Source: an optimization exercise on an open RTL-to-GDS flow (aim: small area and a short achievable clock period). Production flows keep margins and buffers that such runs may drop.
At most, simulation tests tie the RTL to the original design; equivalence was not proved.
No activity file was given, so power comes from the tool's default toggle rates.

## mm2s_dds_modulator
module mm2s_dds_modulator(
    input wire          S_AXI_CLK,
    input wire          S_AXI_ARESETN,
    output wire         S_AXI_AWREADY,
    input wire   [31:0] S_AXI_AWADDR,
    input wire          S_AXI_AWVALID,
    output wire         S_AXI_WREADY,
    input wire   [31:0] S_AXI_WDATA,
    input wire   [3:0]  S_AXI_WSTRB,
    input wire          S_AXI_WVALID,
    input wire          S_AXI_BREADY,
    output wire  [1:0]  S_AXI_BRESP,
    output wire         S_AXI_BVALID,
    output wire         S_AXI_ARREADY,
    input wire   [31:0] S_AXI_ARADDR,
    input wire          S_AXI_ARVALID,
    input wire          S_AXI_RREADY,
    output wire  [31:0] S_AXI_RDATA,
    output wire  [1:0]  S_AXI_RRESP,
    output wire         S_AXI_RVALID,
    output wire dds_en_o,
    output wire [71:0] m_axis_modulation_tdata,
    output wire m_axis_modulation_tvalid,
    output wire m_axis_modulation_tlast,
    input wire m_axis_modulation_tready
);
    wire clk  = S_AXI_CLK;
    wire rstn = S_AXI_ARESETN;
    localparam [16:0] LFSR_LAST = 17'h1C742;
    reg w_data, w_resp;
    reg [2:0] widx;      
    always @(posedge clk) begin
        if (!rstn) begin
            w_data <= 1'b0;
            w_resp <= 1'b0;
        end else begin
            w_data <= w_data ? ~S_AXI_WVALID : (~w_resp & S_AXI_AWVALID);
            w_resp <= w_resp ? ~S_AXI_BREADY : (w_data & S_AXI_WVALID);
  ...
Size: roughly 1400 cells after synthesis, ~300 flip-flops, roughly 220 I/O pins, about 0.014 mm^2 of cells after synthesis.
clock: 5.5 ns
lec_check: 0
cap_margin: 20
core_margin: 2
core_utilization: 40
cts_cluster_diameter: 120
cts_cluster_size: 24
setup_slack_margin: 2.5
slew_margin: 20
standard.sh (not shown) runs the stock make flow with config.mk's settings and CLKGATE_MAP_FILE= SYNTH_SCRIPT=/design/flow/synth_recipe.tcl, a recipe that flattens the netlist after the stock synthesis.
==> flow/flow/run.sh <==
#!/bin/bash
set -e
HERE=$(pwd)
mkdir -p "$HERE/scripts_alt"
for f in "$FLOW_HOME"/scripts/*; do ln -sf "$f" "$HERE/scripts_alt/"; done
rm -f "$HERE/scripts_alt/abc_speed.script"
cp "$HERE/flow/abc_speed.script" "$HERE/scripts_alt/abc_speed.script"
export SCRIPTS_DIR="$HERE/scripts_alt"
export BUFFER_PORTS_ARGS="-buffer_cell sky130_fd_sc_hd__buf_1"
cp standard.sh standard_sh.log
bash standard.sh > standard.log 2>&1
==> flow/flow/abc_speed.script <==
&get -n
&st
&dch
&nf
&put
buffer -c
topo
stime -c
upsize -c
dnsize -c
Edit:
--- a/flow/design.v
+++ b/flow/design.v
@@ -107,33 +107,36 @@
     reg r_valid;
     reg [31:0] rdata;
     always @(posedge clk) begin
         if (!rstn) r_valid <= 1'b0;
         else       r_valid <= r_valid ? ~S_AXI_RREADY : S_AXI_ARVALID;
     end
     assign S_AXI_ARREADY = ~r_valid;
     assign S_AXI_RVALID  = r_valid;
     assign S_AXI_RDATA   = rdata;
     assign S_AXI_RRESP   = 2'b00;
-    wire ar_ok = ~|S_AXI_ARADDR[1:0] & ~|S_AXI_ARADDR[7:5] & ~r_valid;
-    wire [2:0] ra = S_AXI_ARADDR[4:2];
-    wire rs0 = ar_ok & (ra == 3'd0);
-    wire rs1 = ar_ok & (ra == 3'd1);
-    wire rs2 = ar_ok & (ra == 3'd2);
-    wire rs3 = ar_ok & (ra == 3'd3);
-    wire rs4 = ar_ok & (ra == 3'd4);
-    wire rs5 = ar_ok & (ra == 3'd5);
-    wire [31:0] rdata_n = ({32{r_valid}} & rdata) |
-                          ({32{rs0}} & cfg0) | ({32{rs1}} & cfg1) | ({32{rs2}} & cfg2) |
-                          ({32{rs3}} & cfg3) | ({32{rs4}} & cfg4) | ({32{rs5}} & cfg5);
+    wire ar_bad = |S_AXI_ARADDR[1:0] | |S_AXI_ARADDR[7:5];
+    reg [31:0] rsel;
+    always @(*) begin
+        case (S_AXI_ARADDR[4:2])
+            3'd0: rsel = cfg0;
+            3'd1: rsel = cfg1;
+            3'd2: rsel = cfg2;
+            3'd3: rsel = cfg3;
+            3'd4: rsel = cfg4;
+            3'd5: rsel = cfg5;
+            default: rsel = 32'd0;
+        endcase
+        if (ar_bad) rsel = 32'd0;
+    end
     always @(posedge clk)
-        rdata <= rdata_n;
+        if (!r_valid) rdata <= rsel;
     wire        en     = cfg0[0];
     wire        dbg    = cfg0[1];
     wire [2:0]  sb     = cfg1[2:0];
     wire [14:0] period = cfg2[14:0];
     wire [29:0] pinc   = cfg3[29:0];
     wire [29:0] phigh  = cfg4[29:0];
     wire [29:0] delta  = cfg5[29:0];
     wire [3:0]  bnum   = cfg5[31:28];
     reg  [14:0] pcnt;
     reg         ge_q;        
=> Critical path depth came out higher by 4. Area after synthesis came out higher by 1.3%. Global-route usage goes up by 0.25 points. Utilization is higher by 0.81 points. Setup slack improved by 0.046 ns. Combinational power goes up by 34%. Final area went up by 4.1%. Total power rose by 3.4%. Wire length rose by 1.0%. Maximum frequency rises by 1.6%. Non-clock buffer count increases by 22. Count of clock-buffer cells in the layout grows by 7. Via count went down by 0.31%.

* * *

mm2s_dds_modulator, a different RTL version from the one above (not shown whole).
Size: roughly 300 flip-flops.
export LEC_CHECK = 0
export CAP_MARGIN = 20
export CORE_MARGIN = 2
export CORE_UTILIZATION = 40
export CTS_CLUSTER_DIAMETER = 120
export CTS_CLUSTER_SIZE = 24
export SETUP_SLACK_MARGIN = 2.5
export SLEW_MARGIN = 20
create_clock -name core_clock -period 5.5 [get_ports {S_AXI_CLK}]
Scripts as last shown in full above: flow/flow/run.sh, flow/flow/abc_speed.script
Then changed:
--- a/flow/design.v
+++ b/flow/design.v
@@ -175,15 +175,17 @@
     wire [29:0] mcnt_n = (run && !mcmp) ? msum : mstart;
     wire        barker_en = ~sb[2] & sb[1] & pto_n;
     wire        bwrap     = (bcnt == bnum - 4'd1);
     wire [3:0]  bcnt_inc  = bcnt + 4'd1;
     wire        bstep     = run & mcmp;
     wire [3:0]  bcnt_n    = (!barker_en) ? 4'd0 : !bstep ? bcnt : bwrap ? 4'd0 : bcnt_inc;
     wire [15:0] code_n    = {3'b000, code_x};
-    wire        code_bit  = code_n[bcnt_n];
+    wire        code_hold = code_n[bcnt];
+    wire        code_inc  = bwrap ? code_n[0] : code_n[bcnt_inc];
+    wire        code_bit  = (!barker_en) ? code_n[0] : bstep ? code_inc : code_hold;
     wire        bmode_n   = ~sb_x[2] & sb_x[1];
     wire        offset_n  = bmode_n & ~code_bit;
     wire        pon_n  = sb_x[0] | ~ge_x;
     wire        ramp_n = sb_x[2] & sb_x[1];
     wire        cnt_go  = rstn & m_axis_modulation_tready & en & dbg & ~tlast_q;
     wire [16:0] lfsr_n  = cnt_go ? {lfsr[15:0], ~(lfsr[16] ^ lfsr[13])} : 17'd0;
     wire        tlast_n = cnt_go & (lfsr == LFSR_LAST);
After rerunning: Cell area went down by 0.63%; routed wire length went down by about 1.3%; clock power hardly moves; worst setup slack improves by 0.30 ns; die area went up by 1.9%; hold slack degrades by 0.010 ns; total power is about the same; global-route usage went down by 0.94 points; sequential cell count is unchanged; core utilization went down by 0.73 points.
The RTL of the first run of this note was laid out without a check of its function.

* * *

RTL: one of the versions met above, not the one the previous note started from.
clock: 5.5 ns
lec_check: 0
cap_margin: 20
core_margin: 2
core_utilization: 55
cts_cluster_diameter: 100
cts_cluster_size: 24
setup_slack_margin: 2.5
slew_margin: 20
==> flow/flow/run.sh <==
#!/bin/bash
set -e
HERE=$(pwd)
mkdir -p "$HERE/scripts_alt"
for f in "$FLOW_HOME"/scripts/*; do ln -sf "$f" "$HERE/scripts_alt/"; done
rm -f "$HERE/scripts_alt/abc_speed.script"
cp "$HERE/flow/abc_speed.script" "$HERE/scripts_alt/abc_speed.script"
export SCRIPTS_DIR="$HERE/scripts_alt"
export BUFFER_PORTS_ARGS="-buffer_cell sky130_fd_sc_hd__buf_1"
export SKIP_GATE_CLONING=1
cp standard.sh standard_sh.log
bash standard.sh > standard.log 2>&1
Scripts as last shown in full above: flow/flow/abc_speed.script
Edit:
--- a/flow/design.v
+++ b/flow/design.v
@@ -135,35 +135,36 @@
     wire [29:0] phigh  = cfg4[29:0];
     wire [29:0] delta  = cfg5[29:0];
     wire [3:0]  bnum   = cfg5[31:28];
     reg  [14:0] pcnt;
     reg         ge_q;        
     reg  [29:0] mcnt;
     reg  [3:0]  bcnt;
     reg         sel_m_q;     
     reg         sel_p_q;     
     reg         offset_q;    
     reg  [16:0] lfsr;
+    reg  [29:0] madd_q;      
     wire pto_n = sb[0] | ~ge_q;             
     wire [14:0] pcnt_inc = pcnt + 15'd1;
     wire [14:0] pcnt_n = (!rstn || (!sb[0] && pcnt == period)) ? 15'd0 :
                          (!sb[0] && en) ? pcnt_inc : pcnt;
     wire ge_n;
     dds_cmp_ge #(.W(15), .L(4)) u_ge (.a(pcnt_n), .b(cfg2_n[30:16]), .ge(ge_n));
     wire        ramp  = sb[2] & sb[1];
     wire        run   = en & sb[1] & pto_n;
     wire        mcmp;
     dds_cmp_ge #(.W(30), .L(5)) u_mcmp (.a(mcnt), .b(phigh), .ge(mcmp));
     wire [29:0] mstart = ramp ? pinc : 30'd0;
     wire [29:0] msum;
-    dds_add #(.W(30), .L(5)) u_madd (.a(mcnt), .b(sb[2] ? delta : 30'd1), .s(msum));
+    dds_add #(.W(30), .L(5)) u_madd (.a(mcnt), .b(madd_q), .s(msum));
     wire [29:0] mcnt_n = (run && !mcmp) ? msum : mstart;
     wire        barker_en = ~sb[2] & sb[1] & pto_n;
     wire        bwrap     = (bcnt == bnum - 4'd1);
     wire [3:0]  bcnt_inc  = bcnt + 4'd1;
     wire        bstep     = run & mcmp;
     wire [3:0]  bcnt_n    = (!barker_en) ? 4'd0 : !bstep ? bcnt : bwrap ? 4'd0 : bcnt_inc;
     wire [15:0] code_n    = {3'b000, cfg5_n[12:0]};
     wire        code_hold = code_n[bcnt];
     wire        code_inc  = bwrap ? code_n[0] : code_n[bcnt_inc];
     wire        code_bit  = (!barker_en) ? code_n[0] : bstep ? code_inc : code_hold;
     wire        bmode_n   = ~cfg1_n[2] & cfg1_n[1];
@@ -174,22 +175,23 @@
     wire [16:0] lfsr_n  = cnt_go ? {lfsr[15:0], ~(lfsr[16] ^ lfsr[13])} : 17'd0;
     wire        tlast_n = cnt_go & (lfsr == LFSR_LAST);
     always @(posedge clk) begin
         pcnt     <= pcnt_n;
         ge_q     <= ge_n;
         mcnt     <= mcnt_n;
         bcnt     <= bcnt_n;
         offset_q <= offset_n;
         sel_m_q  <= ramp_n & pon_n;
         sel_p_q  <= ~ramp_n & pon_n;
         lfsr     <= lfsr_n;
+        madd_q   <= cfg1_n[2] ? cfg5_n[29:0] : 30'd1;
         tlast_q  <= tlast_n;
     end
     assign dds_en_o = en;
     assign m_axis_modulation_tvalid = en & m_axis_modulation_tready;
     assign m_axis_modulation_tlast  = tlast_q;
     assign m_axis_modulation_tdata  = {7'b0, ~sb[0] & ge_q, 2'b00, 1'b0, {29{offset_q}}, 2'b00,
                                        ({30{sel_m_q}} & mcnt) | ({30{sel_p_q}} & pinc)};
 endmodule
 module dds_cmp_ge #(parameter W = 15, parameter L = 4) (
     input  [W-1:0] a,
     input  [W-1:0] b,
Result: The new run finished with timing, DRC and antenna clean. Total power increases by 8.6%. Register-to-register slack stays flat. Hold slack stays flat. Critical path depth does not change. Synthesized area goes up by 4.1%.
No functional check of the RTL was part of the second run of this note.

* * *

== gamma ==
mm2s_dds_modulator, a different RTL version from the one above (not shown whole).
Size: roughly 300 flip-flops, ~220 I/O pins, ~13000 sq um of cells after synthesis.
Settings: LEC_CHECK=0, CAP_MARGIN=20, CORE_MARGIN=2, CORE_UTILIZATION=40, CTS_CLUSTER_DIAMETER=120, CTS_CLUSTER_SIZE=24, SETUP_SLACK_MARGIN=2.5, SLEW_MARGIN=20; clock period 5.5 ns.
Scripts as last shown in full above: flow/flow/run.sh, flow/flow/abc_speed.script
Input changes introduced in alpha (baseline for comparison: gamma):
--- a/flow/design.v
+++ b/flow/design.v
@@ -105,37 +105,40 @@
         cfg5 <= cfg5_n;
     end
     reg r_valid;
     reg [31:0] rdata;
     always @(posedge clk) begin
         if (!rstn) r_valid <= 1'b0;
         else       r_valid <= r_valid ? ~S_AXI_RREADY : S_AXI_ARVALID;
     end
     assign S_AXI_ARREADY = ~r_valid;
     assign S_AXI_RVALID  = r_valid;
     assign S_AXI_RDATA   = rdata;
     assign S_AXI_RRESP   = 2'b00;
-    wire ar_ok = ~|S_AXI_ARADDR[1:0] & ~|S_AXI_ARADDR[7:5] & ~r_valid;
-    wire [2:0] ra = S_AXI_ARADDR[4:2];
-    wire rs0 = ar_ok & (ra == 3'd0);
-    wire rs1 = ar_ok & (ra == 3'd1);
-    wire rs2 = ar_ok & (ra == 3'd2);
-    wire rs3 = ar_ok & (ra == 3'd3);
-    wire rs4 = ar_ok & (ra == 3'd4);
-    wire rs5 = ar_ok & (ra == 3'd5);
-    wire [31:0] rdata_n = ({32{r_valid}} & rdata) |
-                          ({32{rs0}} & cfg0) | ({32{rs1}} & cfg1) | ({32{rs2}} & cfg2) |
-                          ({32{rs3}} & cfg3) | ({32{rs4}} & cfg4) | ({32{rs5}} & cfg5);
+    wire ar_bad = |S_AXI_ARADDR[1:0] | |S_AXI_ARADDR[7:5];
+    reg [31:0] rsel;
+    always @(*) begin
+        case (S_AXI_ARADDR[4:2])
+            3'd0: rsel = cfg0;
+            3'd1: rsel = cfg1;
+            3'd2: rsel = cfg2;
+            3'd3: rsel = cfg3;
+            3'd4: rsel = cfg4;
+            3'd5: rsel = cfg5;
+            default: rsel = 32'd0;
+        endcase
+        if (ar_bad) rsel = 32'd0;
+    end
     always @(posedge clk)
-        rdata <= rdata_n;
+        if (!r_valid) rdata <= rsel;
     wire        en     = cfg0[0];
     wire        dbg    = cfg0[1];
     wire [2:0]  sb     = cfg1[2:0];
     wire [14:0] period = cfg2[14:0];
     wire [29:0] pinc   = cfg3[29:0];
     wire [29:0] phigh  = cfg4[29:0];
     wire [29:0] delta  = cfg5[29:0];
     wire [3:0]  bnum   = cfg5[31:28];
     reg  [14:0] pcnt;
     reg         ge_q;        
     reg  [29:0] mcnt;
     reg  [3:0]  bcnt;
@@ -149,30 +152,32 @@
                          (!sb[0] && en) ? pcnt_inc : pcnt;
     wire ge_n;
     dds_cmp_ge #(.W(15), .L(4)) u_ge (.a(pcnt_n), .b(cfg2_n[30:16]), .ge(ge_n));
     wire        ramp  = sb[2] & sb[1];
     wire        run   = en & sb[1] & pto_n;
     wire        mcmp;
     dds_cmp_ge #(.W(30), .L(5)) u_mcmp (.a(mcnt), .b(phigh), .ge(mcmp));
     wire [29:0] mstart = ramp ? pinc : 30'd0;
     wire [29:0] msum;
     dds_add #(.W(30), .L(5)) u_madd (.a(mcnt), .b(sb[2] ? delta : 30'd1), .s(msum));
     wire [29:0] mcnt_n = (run && !mcmp) ? msum : mstart;
     wire        barker_en = ~sb[2] & sb[1] & pto_n;
+    wire        bwrap     = (bcnt == bnum - 4'd1);
     wire [3:0]  bcnt_inc  = bcnt + 4'd1;
-    wire        bwrap     = (bcnt_inc == bnum);       
     wire        bstep     = run & mcmp;
     wire [3:0]  bcnt_n    = (!barker_en) ? 4'd0 : !bstep ? bcnt : bwrap ? 4'd0 : bcnt_inc;
     wire [15:0] code_n    = {3'b000, cfg5_n[12:0]};
-    wire        code_bit  = code_n[bcnt_n];
+    wire        code_hold = code_n[bcnt];
+    wire        code_inc  = bwrap ? code_n[0] : code_n[bcnt_inc];
+    wire        code_bit  = (!barker_en) ? code_n[0] : bstep ? code_inc : code_hold;
     wire        bmode_n   = ~cfg1_n[2] & cfg1_n[1];
     wire        offset_n  = bmode_n & ~code_bit;
     wire        pon_n  = cfg1_n[0] | ~ge_n;
     wire        ramp_n = cfg1_n[2] & cfg1_n[1];
     wire        cnt_go  = rstn & m_axis_modulation_tready & en & dbg & ~tlast_q;
     wire [16:0] lfsr_n  = cnt_go ? {lfsr[15:0], ~(lfsr[16] ^ lfsr[13])} : 17'd0;
     wire        tlast_n = cnt_go & (lfsr == LFSR_LAST);
     always @(posedge clk) begin
         pcnt     <= pcnt_n;
         ge_q     <= ge_n;
         mcnt     <= mcnt_n;
         bcnt     <= bcnt_n;
### Flow results
On alpha: cell area after layout is 3.0% higher than what gamma gave.
Number of buffers and inverters on the critical path, alpha and gamma, higher one = alpha.
alpha drops more vias than gamma.
Number of cells produced by synthesis: alpha < gamma
As far as worst hold slack is concerned, gamma and alpha perform about the same.
gamma -> alpha: number of global-route vias before repair increased by a few percent
alpha vs. gamma: data required time at the worst endpoint climbed 50 ps, detailed-route wire length climbed 1400 um.
Area enclosed by the die boundary: alpha higher than gamma
Diff gamma -> alpha: met2 wirelength from detailed routing shows an increase of 2.9%; layout overhead on the synthesized area climbed 0.33 points.
In alpha, the slew of the pin with the lowest slew margin came out 27 ps above the value in gamma.
In terms of fraction of cell area in non-clock buffers, gamma and alpha differ only marginally.
In the flow results for alpha and gamma, the sequential share of layout area is smaller on gamma.
For gamma, only the layout was checked, not whether the RTL still works.

==> afterwards: timing with drivers on the ports <==
The results above use ideal ports. As a check the final layouts listed here were re-extracted and re-timed, cells and wires unchanged.
Step 1 sets driving cells, clkbuf_16 on the clock port and buf_2 on the other inputs (assumed; they add their load-dependent delay and slew).
Step 2, shift: input delay + t, output delay - t, t = (earliest + latest rising clock arrival at the registers) / 2. This alone moves slack from input paths to output paths.
Three values: ideal, step 1, step 2; two values: the first two.
run | t, ns | slack for setup (ns) | worst data-port slew with drivers (ns) | pins driven straight from the clock port
the first run of note 1 | 0.556 | 2.510 / 2.496 / 1.940 | 0.10 | 1
the second run of note 1 | 0.558 | 2.556 / 2.556 / 2.036 | 0.05 | 1
the first run of note 2 | 0.567 | 2.190 / 2.190 / 1.766 | 0.11 | 1
the second run of note 2 | 0.562 | 2.493 / 2.493 / 1.976 | 0.09 | 1
the first run of note 3 | 0.559 | 2.556 / 2.550 / 1.991 | 0.10 | 1
the second run of note 3 | 0.561 | 2.576 / 2.574 / 2.013 | 0.07 | 1
gamma | 0.556 | 2.385 / 2.385 / 2.143 | 0.10 | 1
alpha | 0.559 | 2.503 / 2.503 / 2.049 | 0.06 | 1
After both steps every run listed still meets setup and hold. The setup slack of the first run of note 1, which loses most, moves by -0.014 ns with the drivers and by -0.570 ns with both steps.
